This design comes from an exercise in tuning for small area and a short achievable clock period on the open sky130 flow, not from production work. Only simulation tests tie the RTL to the original design; equivalence was not proved. Power is estimated from default activity; no workload was simulated.

==> inputs of run a <==
## b15
module b15(BE_n, Address, W_R_n, D_C_n, M_IO_n, ADS_n, Datai, Datao, CLOCK, NA_n, BS16_n, READY_n, HOLD, RESET);
input CLOCK;
input RESET;
input NA_n;
input BS16_n;
input READY_n;
input HOLD;
input [31:0] Datai;
output reg [3:0] BE_n;
output [31:0] Address;
output reg W_R_n;
output reg D_C_n;
output reg M_IO_n;
output reg ADS_n;
output [31:0] Datao;
localparam [2:0] StateInit = 3'd0, StateTi = 3'd1, StateT1 = 3'd2, StateT2 = 3'd3,
                 StateT1P = 3'd4, StateTh = 3'd5, StateT2P = 3'd6, StateT2I = 3'd7;
localparam [3:0] Si = 4'd0, S1 = 4'd1, S2 = 4'd2, S3 = 4'd3, S4 = 4'd4,
                 S5 = 4'd5, S6 = 4'd6, S7 = 4'd7, S8 = 4'd8, S9 = 4'd9;
reg [29:0] Addr;
reg [30:0] Dout;
assign Address = {2'b00, Addr};
assign Datao = {1'b0, Dout};
reg [2:0] State;
reg StateBS16;           
reg [3:0] ByteEnable;
reg RequestPending, ReadRequest, MemoryFetch, CodeFetch;
reg [3:0] State2;
reg [7:0] Q0, Q1, Q2, Q3, Q4, Q5, Q6, Q7, Q8, Q9, Q10, Q11, Q12, Q13, Q14;
reg [3:0] Rd, Wr;
reg [31:0] EAX, EBX, rEIP, PAP;
reg [21:0] IAPhi;
reg [9:0] IAPlo;
reg IAPcyP, IAPcyM;      
reg Jumped;              
reg Flush, More;
wire inT2P = (State == StateT2P);
wire [29:0] addrBase = inT2P ? rEIP[30:1] : rEIP[31:2];
wire addrRound = rEIP[31] & (rEIP[0] | (rEIP[1] & ~inT2P));
wire [29:0] addrNext;
b15_incc #(30) u_addr (.a(addrBase), .c(addrRound), .y(addrNext));
always @(posedge CLOCK, posedge RESET) begin
	if (RESET) begin
		BE_n <= 4'b0000;
  ...
make LEC_CHECK=0 ABC_AREA=1 CAP_MARGIN=20 CORE_MARGIN=2 CORE_UTILIZATION=40 SETUP_SLACK_MARGIN=4.0 SLEW_MARGIN=20 finish   # period 8.0 ns
run.sh (not shown) runs the stock make flow with config.mk's settings and CLKGATE_MAP_FILE= SYNTH_SCRIPT=/design/flow/synth_recipe.tcl, a recipe that flattens the netlist after the stock synthesis.
==> run b: changes against run a <==
--- a/flow/design.v
+++ b/flow/design.v
@@ -23,21 +23,26 @@
 assign Datao = {1'b0, Dout};
 reg [2:0] State;
 reg StateBS16;           
 reg [3:0] ByteEnable;
 reg RequestPending, ReadRequest, MemoryFetch, CodeFetch;
 reg [3:0] State2;
 reg [7:0] Q0, Q1, Q2, Q3, Q4, Q5, Q6, Q7, Q8, Q9, Q10, Q11, Q12, Q13, Q14;
 reg [3:0] Rd, Wr;
+reg [3:0] RdN;           
 reg [31:0] EAX, EBX, rEIP, PAP;
 reg [21:0] IAPhi;
 reg [9:0] IAPlo;
 reg IAPcyP, IAPcyM;      
 reg Jumped;              
+reg [7:0] JOff;          
+reg JShort;              
+reg JFix;                
+reg RdOdd;               
 reg Flush, More;
 wire inT2P = (State == StateT2P);
 wire [29:0] addrBase = inT2P ? rEIP[30:1] : rEIP[31:2];
 wire addrRound = rEIP[31] & (rEIP[0] | (rEIP[1] & ~inT2P));
 wire [29:0] addrNext;
 b15_incc #(30) u_addr (.a(addrBase), .c(addrRound), .y(addrNext));
 always @(posedge CLOCK, posedge RESET) begin
 	if (RESET) begin
@@ -109,17 +114,17 @@
 		3'b100: ByteEnable <= 4'b0000;
 		3'b101: ByteEnable <= 4'b0001;
 		3'b110: ByteEnable <= 4'b0011;
 		default: ByteEnable <= 4'b0111;
 	endcase
 end
 wire [119:0] qa = {Q14, Q13, Q12, Q11, Q10, Q9, Q8, Q7, Q6, Q5, Q4, Q3, Q2, Q1, Q0};
 wire [39:0] rw;
-b15_win u_win (.qa(qa), .rd(Rd), .w(rw));
+b15_win u_win (.qa(qa), .rd(~RdN), .w(rw));
 wire [7:0] op = rw[7:0];
 wire [7:0] w1 = rw[15:8];
 wire [7:0] w2 = rw[23:16];
 wire [7:0] w3 = rw[31:24];
 wire [7:0] w4 = rw[39:32];
 wire [7:0] d0 = Datai[7:0];
 wire [7:0] b2i, b3i;
 b15_incc #(8) u_b2 (.a(Datai[23:16]), .c(1'b1), .y(b2i));
@@ -198,35 +203,33 @@
 wire stop0 = !(Rd < Wr) || (Rd >= 4'd12);
 wire stop1 = !(rdP1 < Wr) || (rdP1 >= 4'd12);
 wire stop2 = !(rdP2 < Wr) || (rdP2 >= 4'd12);
 wire stop5 = !(rdP5 < Wr) || (rdP5 >= 4'd12);
 wire toS7 = (load5 ? stop5 : adv2 ? stop2 : adv1 ? stop1 : stop0) || flushNext || moreNext;
 wire toS6 = is89 & enough & inT1 & !READY_n & !StateBS16;
 wire [10:0] lo1, lo2, lo5;
 b15_lok u_lok (.a(IAPlo), .p1(lo1), .p2(lo2), .p5(lo5));
-wire [11:0] jsum2, jsum5;
-b15_jadd u_jadd2 (.base(lo2), .x(w1), .sx(1'b1), .s(jsum2));
-b15_jadd u_jadd5 (.base(lo5), .x(w1), .sx(1'b0), .s(jsum5));
 wire [21:0] hiP, hiM;
 b15_incdec #(22) u_hi (.a(IAPhi), .p(hiP), .m(hiM));
 wire [21:0] hiRes = IAPcyP ? hiP : IAPcyM ? hiM : IAPhi;
 wire [10:0] lok = load5 ? lo5 : adv2 ? lo2 : adv1 ? lo1 : {1'b0, IAPlo};
-wire [9:0] jlo = op[1] ? jsum2[9:0] : jsum5[9:0];
-wire jcyP = op[1] ? (~jsum2[11] & jsum2[10]) : jsum5[10];
-wire jcyM = op[1] & jsum2[11];
-wire [9:0] loNext = jump ? jlo : lok[9:0];
-wire cyPNext = jump ? jcyP : lok[10];
-wire cyMNext = jump & jcyM;
-wire iapSign = hiRes[21];
-wire [30:0] papHi;
-b15_add2 #(31) u_pap (.a(PAP[31:1]), .b({fill4, ~fill4}), .y(papHi));
-wire [31:0] papInc = {papHi, PAP[0]};
-wire papNeg = papHi[30];
-wire [31:0] papAbs = !papNeg ? papInc : PAP[0] ? {~papHi, 1'b1} : {~PAP[31:1], 1'b0};
+wire [11:0] jsum;
+b15_jadd u_jadd (.base(JShort ? lo2 : lo5), .x(JOff), .sx(JShort), .s(jsum));
+wire jcyP = ~jsum[11] & jsum[10];
+wire jcyM = jsum[11];
+wire [1:0] iapLow = Jumped ? jsum[1:0] : IAPlo[1:0];
+wire [30:0] papH1;
+wire [29:0] papH2;
+b15_incc #(31) u_pap1 (.a(PAP[31:1]), .c(1'b1), .y(papH1));
+b15_incc #(30) u_pap2 (.a(PAP[31:2]), .c(1'b1), .y(papH2));
+wire [31:0] papInc = fill4 ? {papH2, PAP[1:0]} : {papH1, PAP[0]};
+wire [30:0] papHi = papH1;
+wire papNeg = papH1[30];
+wire [31:0] papAbs = !papNeg ? {papH1, PAP[0]} : PAP[0] ? {~papHi, 1'b1} : {~PAP[31:1], 1'b0};
 wire [31:0] eaxInc, ebxInc, ebxDec;
 b15_incc #(32) u_eaxinc (.a(EAX), .c(1'b1), .y(eaxInc));
 b15_incdec #(32) u_ebx (.a(EBX), .p(ebxInc), .m(ebxDec));
 wire [31:0] ebxAbs = EBX[31] ? ~ebxDec : EBX;
 wire [30:0] eipHi;
 b15_incc #(31) u_eip (.a(rEIP[31:1]), .c(1'b1), .y(eipHi));
 wire [31:0] eipInc = {eipHi, rEIP[0]};
 wire [7:0] loadHi8;
@@ -234,34 +237,38 @@
 wire [8:0] loadHi = {w4[7] & (&w4[6:0]) & w3[7], loadHi8};
 wire [14:0] eaxHi;
 b15_incc #(15) u_eaxhi (.a(EAX[30:16]), .c(EAX[31] & (|EAX[15:0])), .y(eaxHi));
 wire [31:0] rdp1 = {27'd0, {1'b0, Rd} + 5'd1};
 always @(posedge CLOCK, posedge RESET) begin
 	if (RESET) begin
 		State2 <= Si;
 		Rd <= 4'd0;
+		RdN <= 4'b1111;
 		Wr <= 4'd0;
 		IAPhi <= 22'd0;
 		IAPlo <= 10'd0;
 		IAPcyP <= 1'b0;
 		IAPcyM <= 1'b0;
 		Jumped <= 1'b0;
+		JOff <= 8'd0;
+		JFix <= 1'b0;
+		RdOdd <= 1'b0;
+		JShort <= 1'b0;
 		PAP <= 32'd0;
 		Flush <= 1'b0;
 		More <= 1'b0;
 		Dout <= 31'd0;
 		EAX <= 32'd0;
 		EBX <= 32'd0;
 	end else begin
 		IAPhi <= hiRes;
 		IAPcyP <= 1'b0;
 		IAPcyM <= 1'b0;
 		Jumped <= 1'b0;
-		if (Jumped) PAP[31:10] <= hiRes;
 		case (State2)
 			Si: begin
 				State2 <= S1;
 			end
 			S1: begin
 				if (!READY_n) State2 <= S2;
 			end
 			S2: begin
@@ -279,24 +286,27 @@
 			end
 			S4: begin
 				Wr <= Wr + 4'd2;
 				PAP <= papInc;
 				State2 <= S5;
 			end
 			S5: begin
 				Rd <= rdNext;
-				IAPlo <= loNext;
-				IAPcyP <= cyPNext;
-				IAPcyM <= cyMNext;
+				RdN <= ~rdNext;
+				if (!jump) begin
+					IAPlo <= lok[9:0];
+					IAPcyP <= lok[10];
+				end
 				Flush <= flushNext;
 				More <= moreNext;
 				State2 <= toS7 ? S7 : toS6 ? S6 : S5;
 				if (jump) begin
-					PAP[9:0] <= jlo;
+					JOff <= w1;
+					JShort <= op[1];
 					Jumped <= 1'b1;
 				end
 				if (load5 & isB8) EAX <= {loadHi, w3[6:0], w2, w1};
 				if (load5 & isBB) EBX <= {loadHi, w3[6:0], w2, Q0};
 				if (is40) EAX <= eaxInc;
 				if (is43) EBX <= ebxInc;
 				if (isIO & enough) begin
 					if (is8B) begin
@@ -314,38 +324,56 @@
 				end
 			end
 			S6: begin
 				if (!READY_n) begin
 					State2 <= S5;
 				end
 			end
 			S7: begin
+				JFix <= Jumped;
+				if (Jumped) begin
+					PAP[9:0] <= jsum[9:0];
+					IAPlo <= jsum[9:0];
+					IAPcyP <= jcyP;
+					IAPcyM <= jcyM;
+				end
 				if (Flush) begin
-					Rd <= IAPlo[0] ? ((IAPlo[1] ^ iapSign) ? 4'd4 : 4'd2) : 4'd1;
+					Rd <= iapLow[0] ? (iapLow[1] ? 4'd4 : 4'd2) : 4'd1;
+					RdN <= iapLow[0] ? (iapLow[1] ? 4'b1011 : 4'b1101) : 4'b1110;
+					RdOdd <= iapLow[0];
 					Wr <= 4'd1;
 					State2 <= S9;
 				end else if (Rd >= 4'd13) begin
 					Wr <= 4'd0;
 					State2 <= S8;
 				end else begin
 					State2 <= S9;
 				end
 			end
 			S8: begin
 				if (Rd != 4'd15) begin
 					Rd <= Rd + 4'd1;
+					RdN <= RdN - 4'd1;
 					Wr <= Wr + 4'd1;
 				end else begin
 					Rd <= 4'd0;
+					RdN <= 4'b1111;
 					State2 <= S9;
 				end
 			end
 			S9: begin
 				State2 <= S1;
+				JFix <= 1'b0;
+				RdOdd <= 1'b0;
+				if (JFix) PAP[31:10] <= hiRes;
+				if (RdOdd & hiRes[21]) begin
+					Rd <= Rd ^ 4'b0110;
+					RdN <= RdN ^ 4'b0110;
+				end
 			end
 			default: ;
 		endcase
 	end
 end
 always @(posedge CLOCK) begin
 	case (State2)
 		Si: begin
@@ -394,17 +422,17 @@
 					RequestPending <= 1'b0;
 					ReadRequest <= 1'b0;
 					MemoryFetch <= 1'b0;
 					CodeFetch <= 1'b0;
 				end
 			end
 		end
 		S6: if (!READY_n) RequestPending <= 1'b0;
-		S9: rEIP <= PAP;
+		S9: rEIP <= JFix ? {hiRes, PAP[9:0]} : PAP;
 		default: ;
 	endcase
 end
 endmodule
 module b15_incc #(parameter W = 8) (input [W-1:0] a, input c, output [W-1:0] y);
 	assign y = a + {{(W-1){1'b0}}, c};
 endmodule
 module b15_add2 #(parameter W = 8) (input [W-1:0] a, input [1:0] b, output [W-1:0] y);
==> flow/flow/run.sh (new file) <==
#!/bin/bash
# Standard layout, with plain buffers (buf_2) on the ports instead of the
# default port buffer cell.
export BUFFER_PORTS_ARGS="-buffer_cell sky130_fd_sc_hd__buf_2"
bash standard.sh > standard.log 2>&1
==> flow/standard.sh (new file) <==
#!/bin/bash
# synth_recipe.tcl (not shown) runs the flow's synth.tcl, then flattens the netlist and writes it again
# the make line also repeats each setting of config.mk as NAME=value (left out here)
make -C /OpenROAD-flow-scripts/flow DESIGN_CONFIG=/design/flow/config.mk WORK_HOME=/design/flow/orfs CLKGATE_MAP_FILE= SYNTH_SCRIPT=/design/flow/synth_recipe.tcl "${@:-finish}"
- SETUP_SLACK_MARGIN: 4.0 -> 4.5
removed: flow/run.sh
==> run c: changes against run a <==
--- a/flow/design.v
+++ b/flow/design.v
@@ -28,16 +28,20 @@
 reg [3:0] State2;
 reg [7:0] Q0, Q1, Q2, Q3, Q4, Q5, Q6, Q7, Q8, Q9, Q10, Q11, Q12, Q13, Q14;
 reg [3:0] Rd, Wr;
 reg [31:0] EAX, EBX, rEIP, PAP;
 reg [21:0] IAPhi;
 reg [9:0] IAPlo;
 reg IAPcyP, IAPcyM;      
 reg Jumped;              
+reg [7:0] JOff;          
+reg JShort;              
+reg JFix;                
+reg RdOdd;               
 reg Flush, More;
 wire inT2P = (State == StateT2P);
 wire [29:0] addrBase = inT2P ? rEIP[30:1] : rEIP[31:2];
 wire addrRound = rEIP[31] & (rEIP[0] | (rEIP[1] & ~inT2P));
 wire [29:0] addrNext;
 b15_incc #(30) u_addr (.a(addrBase), .c(addrRound), .y(addrNext));
 always @(posedge CLOCK, posedge RESET) begin
 	if (RESET) begin
@@ -198,35 +202,33 @@
 wire stop0 = !(Rd < Wr) || (Rd >= 4'd12);
 wire stop1 = !(rdP1 < Wr) || (rdP1 >= 4'd12);
 wire stop2 = !(rdP2 < Wr) || (rdP2 >= 4'd12);
 wire stop5 = !(rdP5 < Wr) || (rdP5 >= 4'd12);
 wire toS7 = (load5 ? stop5 : adv2 ? stop2 : adv1 ? stop1 : stop0) || flushNext || moreNext;
 wire toS6 = is89 & enough & inT1 & !READY_n & !StateBS16;
 wire [10:0] lo1, lo2, lo5;
 b15_lok u_lok (.a(IAPlo), .p1(lo1), .p2(lo2), .p5(lo5));
-wire [11:0] jsum2, jsum5;
-b15_jadd u_jadd2 (.base(lo2), .x(w1), .sx(1'b1), .s(jsum2));
-b15_jadd u_jadd5 (.base(lo5), .x(w1), .sx(1'b0), .s(jsum5));
 wire [21:0] hiP, hiM;
 b15_incdec #(22) u_hi (.a(IAPhi), .p(hiP), .m(hiM));
 wire [21:0] hiRes = IAPcyP ? hiP : IAPcyM ? hiM : IAPhi;
 wire [10:0] lok = load5 ? lo5 : adv2 ? lo2 : adv1 ? lo1 : {1'b0, IAPlo};
-wire [9:0] jlo = op[1] ? jsum2[9:0] : jsum5[9:0];
-wire jcyP = op[1] ? (~jsum2[11] & jsum2[10]) : jsum5[10];
-wire jcyM = op[1] & jsum2[11];
-wire [9:0] loNext = jump ? jlo : lok[9:0];
-wire cyPNext = jump ? jcyP : lok[10];
-wire cyMNext = jump & jcyM;
-wire iapSign = hiRes[21];
-wire [30:0] papHi;
-b15_add2 #(31) u_pap (.a(PAP[31:1]), .b({fill4, ~fill4}), .y(papHi));
-wire [31:0] papInc = {papHi, PAP[0]};
-wire papNeg = papHi[30];
-wire [31:0] papAbs = !papNeg ? papInc : PAP[0] ? {~papHi, 1'b1} : {~PAP[31:1], 1'b0};
+wire [11:0] jsum;
+b15_jadd u_jadd (.base(JShort ? lo2 : lo5), .x(JOff), .sx(JShort), .s(jsum));
+wire jcyP = ~jsum[11] & jsum[10];
+wire jcyM = jsum[11];
+wire [1:0] iapLow = Jumped ? jsum[1:0] : IAPlo[1:0];
+wire [30:0] papH1;
+wire [29:0] papH2;
+b15_incc #(31) u_pap1 (.a(PAP[31:1]), .c(1'b1), .y(papH1));
+b15_incc #(30) u_pap2 (.a(PAP[31:2]), .c(1'b1), .y(papH2));
+wire [31:0] papInc = fill4 ? {papH2, PAP[1:0]} : {papH1, PAP[0]};
+wire [30:0] papHi = papH1;
+wire papNeg = papH1[30];
+wire [31:0] papAbs = !papNeg ? {papH1, PAP[0]} : PAP[0] ? {~papHi, 1'b1} : {~PAP[31:1], 1'b0};
 wire [31:0] eaxInc, ebxInc, ebxDec;
 b15_incc #(32) u_eaxinc (.a(EAX), .c(1'b1), .y(eaxInc));
 b15_incdec #(32) u_ebx (.a(EBX), .p(ebxInc), .m(ebxDec));
 wire [31:0] ebxAbs = EBX[31] ? ~ebxDec : EBX;
 wire [30:0] eipHi;
 b15_incc #(31) u_eip (.a(rEIP[31:1]), .c(1'b1), .y(eipHi));
 wire [31:0] eipInc = {eipHi, rEIP[0]};
 wire [7:0] loadHi8;
@@ -240,28 +242,31 @@
 		State2 <= Si;
 		Rd <= 4'd0;
 		Wr <= 4'd0;
 		IAPhi <= 22'd0;
 		IAPlo <= 10'd0;
 		IAPcyP <= 1'b0;
 		IAPcyM <= 1'b0;
 		Jumped <= 1'b0;
+		JOff <= 8'd0;
+		JFix <= 1'b0;
+		RdOdd <= 1'b0;
+		JShort <= 1'b0;
 		PAP <= 32'd0;
 		Flush <= 1'b0;
 		More <= 1'b0;
 		Dout <= 31'd0;
 		EAX <= 32'd0;
 		EBX <= 32'd0;
 	end else begin
 		IAPhi <= hiRes;
 		IAPcyP <= 1'b0;
 		IAPcyM <= 1'b0;
 		Jumped <= 1'b0;
-		if (Jumped) PAP[31:10] <= hiRes;
 		case (State2)
 			Si: begin
 				State2 <= S1;
 			end
 			S1: begin
 				if (!READY_n) State2 <= S2;
 			end
 			S2: begin
@@ -279,24 +284,26 @@
 			end
 			S4: begin
 				Wr <= Wr + 4'd2;
 				PAP <= papInc;
 				State2 <= S5;
 			end
 			S5: begin
 				Rd <= rdNext;
-				IAPlo <= loNext;
-				IAPcyP <= cyPNext;
-				IAPcyM <= cyMNext;
+				if (!jump) begin
+					IAPlo <= lok[9:0];
+					IAPcyP <= lok[10];
+				end
 				Flush <= flushNext;
 				More <= moreNext;
 				State2 <= toS7 ? S7 : toS6 ? S6 : S5;
 				if (jump) begin
-					PAP[9:0] <= jlo;
+					JOff <= w1;
+					JShort <= op[1];
 					Jumped <= 1'b1;
 				end
 				if (load5 & isB8) EAX <= {loadHi, w3[6:0], w2, w1};
 				if (load5 & isBB) EBX <= {loadHi, w3[6:0], w2, Q0};
 				if (is40) EAX <= eaxInc;
 				if (is43) EBX <= ebxInc;
 				if (isIO & enough) begin
 					if (is8B) begin
@@ -314,18 +321,26 @@
 				end
 			end
 			S6: begin
 				if (!READY_n) begin
 					State2 <= S5;
 				end
 			end
 			S7: begin
+				JFix <= Jumped;
+				if (Jumped) begin
+					PAP[9:0] <= jsum[9:0];
+					IAPlo <= jsum[9:0];
+					IAPcyP <= jcyP;
+					IAPcyM <= jcyM;
+				end
 				if (Flush) begin
-					Rd <= IAPlo[0] ? ((IAPlo[1] ^ iapSign) ? 4'd4 : 4'd2) : 4'd1;
+					Rd <= iapLow[0] ? (iapLow[1] ? 4'd4 : 4'd2) : 4'd1;
+					RdOdd <= iapLow[0];
 					Wr <= 4'd1;
 					State2 <= S9;
 				end else if (Rd >= 4'd13) begin
 					Wr <= 4'd0;
 					State2 <= S8;
 				end else begin
 					State2 <= S9;
 				end
@@ -336,16 +351,20 @@
 					Wr <= Wr + 4'd1;
 				end else begin
 					Rd <= 4'd0;
 					State2 <= S9;
 				end
 			end
 			S9: begin
 				State2 <= S1;
+				JFix <= 1'b0;
+				RdOdd <= 1'b0;
+				if (JFix) PAP[31:10] <= hiRes;
+				if (RdOdd & hiRes[21]) Rd <= Rd ^ 4'b0110;
 			end
 			default: ;
 		endcase
 	end
 end
 always @(posedge CLOCK) begin
 	case (State2)
 		Si: begin
@@ -394,17 +413,17 @@
 					RequestPending <= 1'b0;
 					ReadRequest <= 1'b0;
 					MemoryFetch <= 1'b0;
 					CodeFetch <= 1'b0;
 				end
 			end
 		end
 		S6: if (!READY_n) RequestPending <= 1'b0;
-		S9: rEIP <= PAP;
+		S9: rEIP <= JFix ? {hiRes, PAP[9:0]} : PAP;
 		default: ;
 	endcase
 end
 endmodule
 module b15_incc #(parameter W = 8) (input [W-1:0] a, input c, output [W-1:0] y);
 	assign y = a + {{(W-1){1'b0}}, c};
 endmodule
 module b15_add2 #(parameter W = 8) (input [W-1:0] a, input [1:0] b, output [W-1:0] y);
- CTS_CLUSTER_DIAMETER: default -> 100
- CTS_CLUSTER_SIZE: default -> 30
- SETUP_SLACK_MARGIN: 4.0 -> 4.5
==> summary.txt <==
In run b the first-iteration DRC count is higher than in run a, by about 20%.
Core utilization: run c is lower than run b (1.0 points).
Maximum frequency: run c is larger than run b (about 3.3%).
Combinational power, highest first: run a, run c, run b.
Of run a and run c, run c has the higher routed wire length (gap about 8%, measured against run c).
Cell area: run b > run c > run a.
Setup slack: run c is higher than run b (0.11 ns).

-- separate check: timing with driven ports --
How much do the figures lean on ideal ports? The routed layouts below were timed once more, with nothing changed but the port constraints. Step 1, drivers: a clkbuf_16 drives CLOCK and a buf_2 each remaining input, both assumed. Step 2 moves the port delays by t, midway between the first and last clock arrival at a register: inputs arrive t later, outputs are due t later. That takes back most of the time a late clock gives input paths. Three values: no drivers, after step 1, after step 2; two values: the first two.
run	t, ns	setup WS [ns]	worst register clock-pin slew, ns	worst data-port slew with drivers (ns)
run a	0.666	4.116 / 4.116 / 3.563	0.06 / 0.06	0.11
run b	0.689	4.434 / 4.483 / 3.797	0.07 / 0.07	0.03
run c	0.681	4.547 / 4.547 / 3.944	0.12 / 0.12	0.04
After both steps every run listed still meets setup and hold. For run b, which loses most, drivers alone change the setup slack by +0.049 ns; drivers and shift together by -0.637 ns.
